Background: an optimization exercise with open tools, aiming at small area, a short achievable clock period and few clock cycles. Do not read the settings as production practice. Only simulation tests tie the RTL to the original design; equivalence was not proved. No activity file was given, so power comes from the tool's default toggle rates.

`flow/design.v`:
```
module coco_cpu(input clk, reset,
                output [31:0] address, writedata,
                input  [31:0] readdata,
                output WE,
                output [3:0] BE,
                output Req);
reg  [31:0] pc;           
reg  [31:0] ir;           
reg         iv;           
reg  [31:0] ra, rb;       
reg         mcyc;         
reg         mload;        
reg         mwr;          
reg  [2:0]  mtype;        
reg  [4:0]  mrt;
reg  [31:0] mar, sdr;
reg         e_wr;         
reg  [4:0]  e_wreg;
reg         e_imm, e_zext, e_sub;
reg  [3:0]  e_rsel;
reg         e_mem, e_store, e_md, e_br, e_j, e_jr, e_eret, e_exc;
reg         e_mthi, e_mtlo, e_mtc0;
localparam R_ADD=4'd0, R_SLT=4'd1, R_SLTU=4'd2, R_AND=4'd3, R_OR=4'd4, R_XOR=4'd5,
           R_NOR=4'd6, R_SH=4'd7, R_LUI=4'd8, R_LINK=4'd9, R_HI=4'd10, R_LO=4'd11,
           R_CP0=4'd12;
wire [31:0] fi = readdata;
wire [5:0]  f_op = fi[31:26], f_fn = fi[5:0];
wire [4:0]  f_rs = fi[25:21], f_rt = fi[20:16], f_rd = fi[15:11];
wire f_R     = f_op == 6'b000000;
wire f_alur  = f_R & (f_fn[5:3] == 3'b100 | f_fn == 6'b101010 | f_fn == 6'b101011);
wire f_shift = f_R & (f_fn[5:3] == 3'b000) & (f_fn[1:0] != 2'b01);
wire f_jr    = f_R & f_fn == 6'b001000;
wire f_jalr  = f_R & f_fn == 6'b001001;
wire f_sys   = f_R & f_fn == 6'b001100;
wire f_brk   = f_R & f_fn == 6'b001101;
wire f_mfhi  = f_R & f_fn == 6'b010000;
wire f_mthi  = f_R & f_fn == 6'b010001;
wire f_mflo  = f_R & f_fn == 6'b010010;
wire f_mtlo  = f_R & f_fn == 6'b010011;
wire f_mdop  = f_R & f_fn[5:2] == 4'b0110;
wire f_alui  = f_op[5:3] == 3'b001;
wire f_load  = f_op == 6'b100000 | f_op == 6'b100001 | f_op == 6'b100011 |
               f_op == 6'b100100 | f_op == 6'b100101;
wire f_store = f_op == 6'b101000 | f_op == 6'b101001 | f_op == 6'b101011;
wire f_br    = f_op == 6'b000001 | f_op[5:2] == 4'b0001;
wire f_j     = f_op == 6'b000010;
wire f_jal   = f_op == 6'b000011;
wire f_cop0  = f_op == 6'b010000;
wire f_mfc0  = f_cop0 & f_rs == 5'b00000;
wire f_mtc0  = f_cop0 & f_rs == 5'b00100;
wire f_eret  = f_cop0 & f_rs == 5'b10000;
wire f_wrd   = f_alur | f_shift | f_mfhi | f_mflo;
wire f_wrt   = f_alui | f_mfc0;
wire f_w31   = f_jal | f_jalr;
wire [4:0] f_wreg = f_w31 ? 5'd31 : f_wrd ? f_rd : f_rt;
wire f_wr    = f_w31 | (f_wrd & f_rd != 5'd0) | (f_wrt & f_rt != 5'd0);
reg [3:0] f_rsel;
always @(*) begin
  f_rsel = R_ADD;
  if (f_alur)
    case (f_fn)
      6'b100100: f_rsel = R_AND;
      6'b100101: f_rsel = R_OR;
      6'b100110: f_rsel = R_XOR;
      6'b100111: f_rsel = R_NOR;
      6'b101010: f_rsel = R_SLT;
      6'b101011: f_rsel = R_SLTU;
      default:   f_rsel = R_ADD;
    endcase
  else if (f_alui)
    case (f_op[2:0])
      3'b010: f_rsel = R_SLT;
      3'b011: f_rsel = R_SLTU;
      3'b100: f_rsel = R_AND;
      3'b101: f_rsel = R_OR;
      3'b110: f_rsel = R_XOR;
      3'b111: f_rsel = R_LUI;
      default: f_rsel = R_ADD;
    endcase
  else if (f_shift) f_rsel = R_SH;
  else if (f_w31)   f_rsel = R_LINK;
  else if (f_mfhi)  f_rsel = R_HI;
  else if (f_mflo)  f_rsel = R_LO;
  else if (f_mfc0)  f_rsel = R_CP0;
end
wire f_sub = (f_alur & (f_fn == 6'b100010 | f_fn == 6'b100011 | f_fn == 6'b101010 | f_fn == 6'b101011)) |
             (f_alui & f_op[2:1] == 2'b01);
wire        rf_we;
wire [4:0]  rf_wa;
wire [31:0] rf_wd;
wire [31:0] rf_q [0:31];
assign rf_q[0] = 32'd0;
wire [31:0] rf_wd0 = rf_wd & {32{~reset}};
genvar gi;
generate
  for (gi = 1; gi < 32; gi = gi + 1) begin : regs
    reg [31:0] r;
    always @(posedge clk)
      if (reset | (rf_we & rf_wa == gi)) r <= rf_wd0;
    assign rf_q[gi] = r;
  end
endgenerate
wire [5:0]  e_op = ir[31:26];
wire [4:0]  e_rs = ir[25:21], e_rt = ir[20:16];
wire [31:0] immx = {{16{ir[15] & ~e_zext}}, ir[15:0]};
wire [31:0] opb  = e_imm ? immx : rb;
wire [31:0] opbx = opb ^ {32{e_sub}};
wire [32:0] sum  = {1'b0, ra} + {1'b0, opbx} + {32'd0, e_sub};
wire        lt_u = ~sum[32];
wire        lt_s = (ra[31] ^ opb[31]) ? ra[31] : sum[31];
wire [1:0]  shop = ir[1:0];                   
wire [4:0]  shamt = ir[2] ? ra[4:0] : ir[10:6];
wire        shl = shop == 2'b00;
wire [31:0] shin;
genvar gj;
generate for (gj = 0; gj < 32; gj = gj + 1) begin : rev1
  assign shin[gj] = shl ? rb[31-gj] : rb[gj];
end endgenerate
wire        shfill = (shop == 2'b11) & rb[31];
wire [63:0] shx = {{32{shfill}}, shin} >> shamt;
wire [31:0] shr = shx[31:0];
wire [31:0] shout;
generate for (gj = 0; gj < 32; gj = gj + 1) begin : rev2
  assign shout[gj] = shl ? shr[31-gj] : shr[gj];
end endgenerate
reg  [31:0] hi, lo, mb;
reg  [2:0]  mdph;
reg  [5:0]  mdcnt;
reg         md_div, md_s, md_a31, md_c;
wire        md_busy = mdph != 3'd0;
reg  [5:0]  sr_h;        
reg  [1:0]  sr_l;        
reg  [5:0]  ca_h;        
reg  [4:0]  ca_x;        
reg  [31:0] epc, prid;
wire [4:0]  cp0i = ir[15:11];
wire [31:0] cp0out = cp0i == 5'd12 ? {16'h0, sr_h, 8'h0, sr_l} :
                     cp0i == 5'd13 ? {16'h0, ca_h, 3'b000, ca_x, 2'b00} :
                     cp0i == 5'd14 ? epc :
                     cp0i == 5'd15 ? prid : 32'h11111111;
reg [31:0] eres;
always @(*)
  case (e_rsel)
    R_ADD:  eres = sum[31:0];
    R_SLT:  eres = {31'd0, lt_s};
    R_SLTU: eres = {31'd0, lt_u};
    R_AND:  eres = ra & opb;
    R_OR:   eres = ra | opb;
    R_XOR:  eres = ra ^ opb;
    R_NOR:  eres = ~(ra | opb);
    R_SH:   eres = shout;
    R_LUI:  eres = {ir[15:0], 16'h0};
    R_LINK: eres = pc;
    R_HI:   eres = hi;
    R_LO:   eres = lo;
    default: eres = cp0out;
  endcase
wire a_eq_b = ra == rb;
wire a_zero = ra == 32'd0;
reg  br_t;
always @(*)
  case (e_op[2:0])
    3'b100: br_t = a_eq_b;                        
    3'b101: br_t = ~a_eq_b;                       
    3'b110: br_t = ra[31] | a_zero;               
    3'b111: br_t = ~ra[31] & ~a_zero;             
    default: br_t = (e_rt == 5'd0) ? ra[31] : (e_rt == 5'd1) ? ~ra[31] : 1'b0;  
  endcase
wire        stall  = iv & e_md & md_busy;
wire        go     = ~mcyc & ~stall;          
wire        ex     = go & iv;                 
wire        take   = e_br & br_t;
wire        redir  = ex & (take | e_j | e_jr | e_eret | e_exc);
wire [31:0] brtgt  = pc + {{14{ir[15]}}, ir[15:0], 2'b00};
wire [31:0] tgt    = e_exc  ? 32'hBFC00380 :
                     e_eret ? epc :
                     e_jr   ? ra :
                     e_j    ? {pc[31:28], ir[25:0], 2'b00} : brtgt;
wire [7:0]  ldb = mar[1] ? (mar[0] ? readdata[31:24] : readdata[23:16])
                         : (mar[0] ? readdata[15:8]  : readdata[7:0]);
wire [15:0] ldh = mar[1] ? readdata[31:16] : readdata[15:0];
wire [31:0] ldext = mtype[1] ? {{24{ldb[7] & ~mtype[0]}}, ldb} :
                    mtype[2] ? {{16{ldh[15] & ~mtype[0]}}, ldh} : readdata;
wire        mldw = mcyc & mwr;
assign rf_we = mldw | (ex & e_wr);
assign rf_wa = mcyc ? mrt : e_wreg;
assign rf_wd = mcyc ? ldext : eres;
wire        fwa = ex & e_wr & (e_wreg == f_rs);
wire        fwb = ex & e_wr & (e_wreg == f_rt);
wire [31:0] rda = fwa ? eres : rf_q[f_rs];
wire [31:0] rdb = fwb ? eres : rf_q[f_rt];
always @(posedge clk) begin
  if (reset) begin
    pc   <= 32'hBFC00000;
    iv   <= 1'b0;
    mcyc <= 1'b0;
  end else begin
    if (go) begin
      pc <= redir ? tgt : {pc[31:2] + 30'd1, pc[1:0]};
      iv <= ~redir;
    end
    mcyc <= ex & e_mem;
  end
end
always @(posedge clk) begin
  if (go) begin
    ir      <= readdata;
    ra      <= rda;
    rb      <= rdb;
    e_wr    <= f_wr;
    e_wreg  <= f_wreg;
    e_imm   <= f_alui | f_load | f_store;
    e_zext  <= f_alui & f_op[2];
    e_sub   <= f_sub;
    e_rsel  <= f_rsel;
    e_mem   <= f_load | f_store;
    e_store <= f_store;
    e_md    <= f_mdop | f_mfhi | f_mflo | f_mthi | f_mtlo;
    e_br    <= f_br;
    e_j     <= f_j | f_jal;
    e_jr    <= f_jr | f_jalr;
    e_eret  <= f_eret;
    e_exc   <= f_sys | f_brk;
    e_mthi  <= f_mthi;
    e_mtlo  <= f_mtlo;
    e_mtc0  <= f_mtc0;
  end else if (mcyc & mwr) begin
    if (ir[25:21] == mrt) ra <= ldext;
    if (ir[20:16] == mrt) rb <= ldext;
  end
  if (ex & e_mem) begin
    mar   <= sum[31:0];
    mload <= ~e_store;
    mwr   <= ~e_store & (e_rt != 5'd0);
    mrt   <= e_rt;
    mtype <= {e_op[1:0] == 2'b01, e_op[1:0] == 2'b00, e_op[2]};
    sdr   <= e_op[1:0] == 2'b00 ? {4{rb[7:0]}} :
             e_op[1:0] == 2'b01 ? {2{rb[15:0]}} : rb;
  end
end
assign address   = mcyc ? mar : pc;
assign writedata = sdr;
assign WE        = mcyc & ~mload;
assign BE        = mtype[1] ? (4'b0001 << mar[1:0]) :
                   mtype[2] ? (mar[1] ? 4'b1100 : 4'b0011) : 4'b1111;
assign Req       = 1'b1;
always @(posedge clk) begin
  if (reset) begin
    sr_h <= 6'h3f; sr_l <= 2'b11; ca_h <= 6'd0; ca_x <= 5'd0;
    epc <= 32'd0; prid <= 32'd0;
  end else if (ex & e_mtc0) begin
    case (cp0i)
      5'd12: begin sr_h <= rb[15:10]; sr_l <= rb[1:0]; end
      5'd13: begin ca_h <= rb[15:10]; ca_x <= rb[6:2]; end
      5'd14: epc <= rb;
      5'd15: prid <= rb;
      default: ;
    endcase
  end else if (ex & e_exc) begin
    ca_x    <= ir[0] ? 5'd9 : 5'd8;
    ca_h[4:0] <= 5'd0;
    sr_l    <= 2'b10;
    epc     <= pc;
  end
end
localparam P_IDLE=3'd0, P_NEGA=3'd1, P_STEP=3'd2, P_MNL=3'd3, P_MNH=3'd4,
           P_DSH=3'd5, P_DNH=3'd6, P_DNL=3'd7;
wire        md_negb = md_s & mb[31];
wire        md_fix  = md_s & (md_a31 ^ mb[31]);
wire        st      = mdph == P_STEP;
wire [31:0] mx      = st ? hi : 32'd0;
wire [31:0] my      = st ? mb : (mdph == P_MNH || mdph == P_DNH) ? hi : lo;
wire        minv    = st ? (md_div ^ md_negb) : 1'b1;
wire        mcin    = st ? minv : (mdph == P_MNH) ? md_c : 1'b1;
wire [32:0] msum    = {1'b0, mx} + {1'b0, my ^ {32{minv}}} + {32'd0, mcin};
wire [31:0] mhsel   = lo[0] ? msum[31:0] : hi;
wire        mlast   = md_div ? (mdcnt == 6'd32) : (mdcnt == 6'd31);
wire        e_mdgo  = ex & e_md;
always @(posedge clk) begin
  if (reset) begin
    hi <= 32'd0; lo <= 32'd0; mdph <= P_IDLE;
  end else if (e_mdgo & e_mthi) hi <= ra;
  else if (e_mdgo & e_mtlo) lo <= ra;
  else if (e_mdgo & ir[3]) begin       
    hi     <= 32'd0;
    lo     <= ra;
    mb     <= rb;
    md_div <= ir[1];
    md_s   <= ~ir[0];
    md_a31 <= ra[31];
    mdcnt  <= 6'd0;
    mdph   <= (~ir[0] & ra[31]) ? P_NEGA : P_STEP;
  end else
    case (mdph)
      P_NEGA: begin lo <= msum[31:0]; mdph <= P_STEP; end
      P_STEP: begin
        mdcnt <= mdcnt + 6'd1;
        if (md_div) begin
          if (msum[31]) begin hi <= {hi[30:0], lo[31]};    lo <= {lo[30:0], 1'b0}; end
          else          begin hi <= {msum[30:0], lo[31]};  lo <= {lo[30:0], 1'b1}; end
        end else begin
          hi <= {1'b0, mhsel[31:1]};
          lo <= {mhsel[0], lo[31:1]};
        end
        if (mlast) mdph <= md_div ? P_DSH : (md_fix ? P_MNL : P_IDLE);
      end
      P_MNL: begin lo <= msum[31:0]; md_c <= msum[32]; mdph <= P_MNH; end
      P_MNH: begin hi <= msum[31:0]; mdph <= P_IDLE; end
      P_DSH: begin hi <= {1'b0, hi[31:1]}; mdph <= md_fix ? (md_a31 ? P_DNH : P_DNL) : P_IDLE; end
      P_DNH: begin hi <= msum[31:0]; mdph <= P_DNL; end
      P_DNL: begin lo <= msum[31:0]; mdph <= P_IDLE; end
      default: ;
    endcase
end
endmodule
```
`flow/run.sh`:
```
#!/bin/bash
# synth_recipe.tcl (not shown) runs the flow's synth.tcl, then flattens the netlist and writes it again
# the make line also repeats each setting of config.mk as NAME=value (left out here)
make -C /OpenROAD-flow-scripts/flow DESIGN_CONFIG=/design/flow/config.mk WORK_HOME=/design/flow/orfs CLKGATE_MAP_FILE= SYNTH_SCRIPT=/design/flow/synth_recipe.tcl finish
```
`flow/config.mk`:
```
export PLATFORM = sky130hd
export DESIGN_NAME = coco_cpu
export DESIGN_NICKNAME = coco_cpu
export VERILOG_FILES = /design/flow/design.v
export SDC_FILE = /design/flow/constraint.sdc
export NUM_CORES = 4
export LEC_CHECK = 0
export CAP_MARGIN = 20
export CORE_MARGIN = 2
export CORE_UTILIZATION = 40
export SLEW_MARGIN = 20
```
`flow/constraint.sdc`:
```
create_clock -name core_clock -period 10.0 [get_ports {clk}]
set_input_delay 2.0000 -clock core_clock [delete_from_list [all_inputs] [get_ports {clk}]]
set_output_delay 2.0000 -clock core_clock [all_outputs]
set_load 0.01 [all_outputs]
```
==> flow_summary_export.csv <==
group,metric,value,unit
floorplan,io_pins,104,
timing,finalHoldViolCount,0,
timing,tightest_slew,1.52,ns
floorplan,core,0.190,mm^2
placement,port_buffers,102,
worst_hold_path,hold_path_depth,2,
synth,synthCells,7026,
finish,final_common_cell,"edfxtp_1",
synth,syn_nets,7221,
timing,period_share,70.5,%
placement,hpwl,247000,um
floorplan,die_w,442,um
drt,routed_wirelength,405000,um
floorplan,rows,160,
status,violatedChecks,"max-capacitance violations, max-slew violations",
finish,fin_nets,7221,
floorplan,die_h,442,um
synth,synth_edf_count,1225,
floorplan,die_area,0.195,mm^2
clock_tree,hold_buffers,0,
synth,syn_area,0.0767,mm^2
drt,viasPerCell,7.53,
finish,n_fill_cell,17400,
clock_tree,clockBufferDepth,3,
placement,place_congestion,1.05,
finish,final_cell_mix,"edfxtp_1 (1225), nand2_1 (589), a21oi_1 (464)",
synth,synth_area_per_cell,10.9,um^2
global_routing,antenna_found_initial,33,
critical_path,worstPathMaxFanout,26,
drt,drcViolationCount,0,
timing,fmax,142,MHz
clock_tree,insertion_delay,0.85,ns
placement,dpl_cell_area,0.0819,mm^2
global_routing,grt_pass1_vias,67300,
timing,period_needed,7.05,ns
finish,syn_to_final_growth,13.7,%
flow_run,drv_cap,1,
synth,ys.flop_type,"edfxtp_1",
global_routing,grt_pass1_wl,547000,um
timing,skew,0.0447,ns
clock_tree,cts_root_buf,"clkbuf_16",
synth,ys_async_sr_fraction,0,%
synth,synth_cell_types,92,
global_routing,grtUsageTotal,39.8,%
clock_tree,cts_tree,"yes",
floorplan,start_util,40.3,%
global_routing,grt-ovfl-total,0,
clock_tree,cts-resized-gates,0,
drt,dr.first_iter.drc_count,16300,
clock_tree,clock_sinks,1409,
finish,drive_gt1_share,11.9,%
synth,ys_ff_latch,1409,
drt,vias,72900,
timing,finalSetupTns,0,ns
global_routing,grt_max_degree,68,
power_and_ir_drop,power_density,271,mW/mm^2
worst_hold_path,hold_path.class,"register to register",
power_and_ir_drop,vdd_drop_max,0.201,mV
drt,dr.pass1.iters,11,
timing,rsz0062_at_grt,"false",
clock_tree,postCtsSetupBuffers,0,
critical_path,worstRegToRegCells,19,
timing,setup_viol,0,
clock_tree,clk_pin_slew,0.06,ns
critical_path,cp-start-kind,"register",
clock_tree,cts_buffers,155,
drt,wire_per_inst,41.8,um
timing,relSlewSlack,-2.06,%
critical_path,critPathRequiredTime,10.66,ns
status,status,"failed layout checks",
finish,fin_area,0.0872,mm^2
drt,ant_nets,0,
timing,drv_slew,3,
critical_path,cp-end-kind,"register",
synth,yosys_warnings,1,
synth,ys_seq_area_share,52.8,%
power_and_ir_drop,leakage,30.5,nW
critical_path,arrival,7.71,ns
clock_tree,htreeDepth,4,
critical_path,path_class,"register to register",
[where the power goes]
group	total [W]	switching [W]	leakage (nW)	internal (W)
clock network	0.00590	0.00264	2.51	0.00326
registers	0.00999	0.00128	14.0	0.00871
logic	0.00774	0.00553	14.0	0.00221
total	0.0236	0.00945	30.5	0.0142
[cell type report]
type | count | area (um^2) | share of cell area, %
Sequential cell | 1409 | 40500 | 46.4
Multi-Input combinational cell | 4918 | 34500 | 39.6
Clock buffer | 194 | 4170 | 4.78
Timing Repair Buffer | 412 | 3390 | 3.89
Tap cell | 2511 | 3140 | 3.60
Clock inverter | 91 | 962 | 1.10
Inverter | 130 | 493 | 0.565
Antenna cell | 16 | 40.0 | 0.0459
[registers in the layout (all words and copies together), names as in the netlist, 2 cells and up]
name,flops
ca_h,6
ca_x,5
e_rsel,4
e_wreg,5
epc,32
hi,32
ir,29
lo,32
mar,32
mb,32
mdcnt,6
mdph,3
mrt,5
mtype,3
pc,32
prid,32
ra,32
rb,32
regs.r,992
sdr,32
sr_h,6
sr_l,2
[cells by family (layout without fill, tap and decap cells)]
logic type                 count (synthesis)  count (layout)  synth area share [%]
AOI/OAI and AO/OA                       2455            2455                  23.0
xor gates and xnor gates                 208             208                  2.38
adders and majority gates                161             161                  2.67
buffers and inverters                    699             827                  3.52
DFF                                     1409            1409                  52.8
muxes                                    308             308                  4.95
other                                      1              17               0.00489
and+or+nand+nor                         1785            1785                  10.7
[per-stage QoR]
step / power (W) / cells / utilization (%) / setup slack, ns / hold slack [ns]
global placement: 0.0172 / 9376 / 43.0 / 2.76 / 0.434
finish: 0.0236 / 9681 / 45.8 / 2.95 / 0.451
CTS: 0.0230 / 9662 / 45.8 / 3.20 / 0.450
floorplan: 0.0135 / 7026 / - / 3.51 / 0.421
global route: 0.0241 / 9669 / 45.8 / 2.39 / 0.465
detailed placement: 0.0172 / 9377 / 43.1 / 3.22 / 0.443
[critical path: stages, from the launching register on]
cell and delay, ns:
dfxtp_1 0.88, clkinv_1 0.49, nand2_1 0.82, buf_4 0.40, nand2_1 0.08, a21oi_1 0.17
a21oi_1 0.07, xor2_1 0.20, fa_1 0.49, a211oi_1 0.27, o21ai_1 0.21, o211ai_1 0.33
nand3_1 0.22, nand3_1 0.12, nor4b_2 0.54, or2_1 0.48, buf_4 0.45, mux2_2 0.38
a21oi_1 0.14, o22ai_1 0.10
[layer usage]
layer / up-vias / global-route usage [%] / share of wire [%]
met1: 34900 / 47.4 / 33
met5: - / 1.34 / 0.081
met4: 26 / 32.2 / 11
met2: 7703 / 56.5 / 40
met3: 2349 / 15.7 / 16
li1: 28000 / - / -
[worst paths after layout]
path	from	endpoint	slack, ns
worst max-delay path	mdph[0]	hi[9]	2.95
worst min-delay path	prid[20]	prid[20]	0.45
worst max register to register	mdph[0]	hi[9]	2.95
worst min register to register	prid[20]	prid[20]	0.45
[cell usage after synthesis, drive strengths merged, types with 22 or more instances]
cell,number,area [um^2]
inv,125,469
a222oi,80,801
nand4,165,1030
edfxtp,1225,36800
a22o,297,2600
xnor2,133,1160
a221oi,321,2820
a31oi,58,363
o22ai,31,194
buf,94,425
mux4,45,1040
mux2i,194,1970
and2,30,188
dfxtp,184,3680
o211ai,67,503
a21o,43,323
clkbuf,475,1780
a21oi,473,2370
and3,54,338
xor2,75,657
a311oi,36,315
nor3,116,591
a211oi,58,440
a221o,22,220
nor2b,26,163
o21ai,324,1620
nor2,464,1740
o21a,36,270
nand2,615,2310
nand2b,29,181
nand3,174,871
ha,157,1960
o31ai,25,188
or3,23,144
a22oi,426,3200
nor4,31,194
mux2,69,788
Testbench counts, summed over its fixed seeds: cycles 44,984.

-- port drivers added, routing unchanged --
No port has a modelled driver above. Below, the same layout with a new extraction and two added sets of constraints.
Step 1 sets driving cells, clkbuf_16 on the clock port and buf_2 on the other inputs (assumed; they add their load-dependent delay and slew).
Step 2 also shifts input and output timing later by t, the mid clock arrival at the registers, as if the neighbouring blocks saw the same clock.
Slacks: no drivers / after step 1 / after step 2; pairs: no drivers / after step 1.
t, ns: 0.914
slack for setup (ns): 2.949 / 2.949 / 2.949
hold WS [ns]: 0.451 / 0.451 / 0.451
The setup slack of this run moves by 0.000 ns with the drivers and by 0.000 ns with both steps.
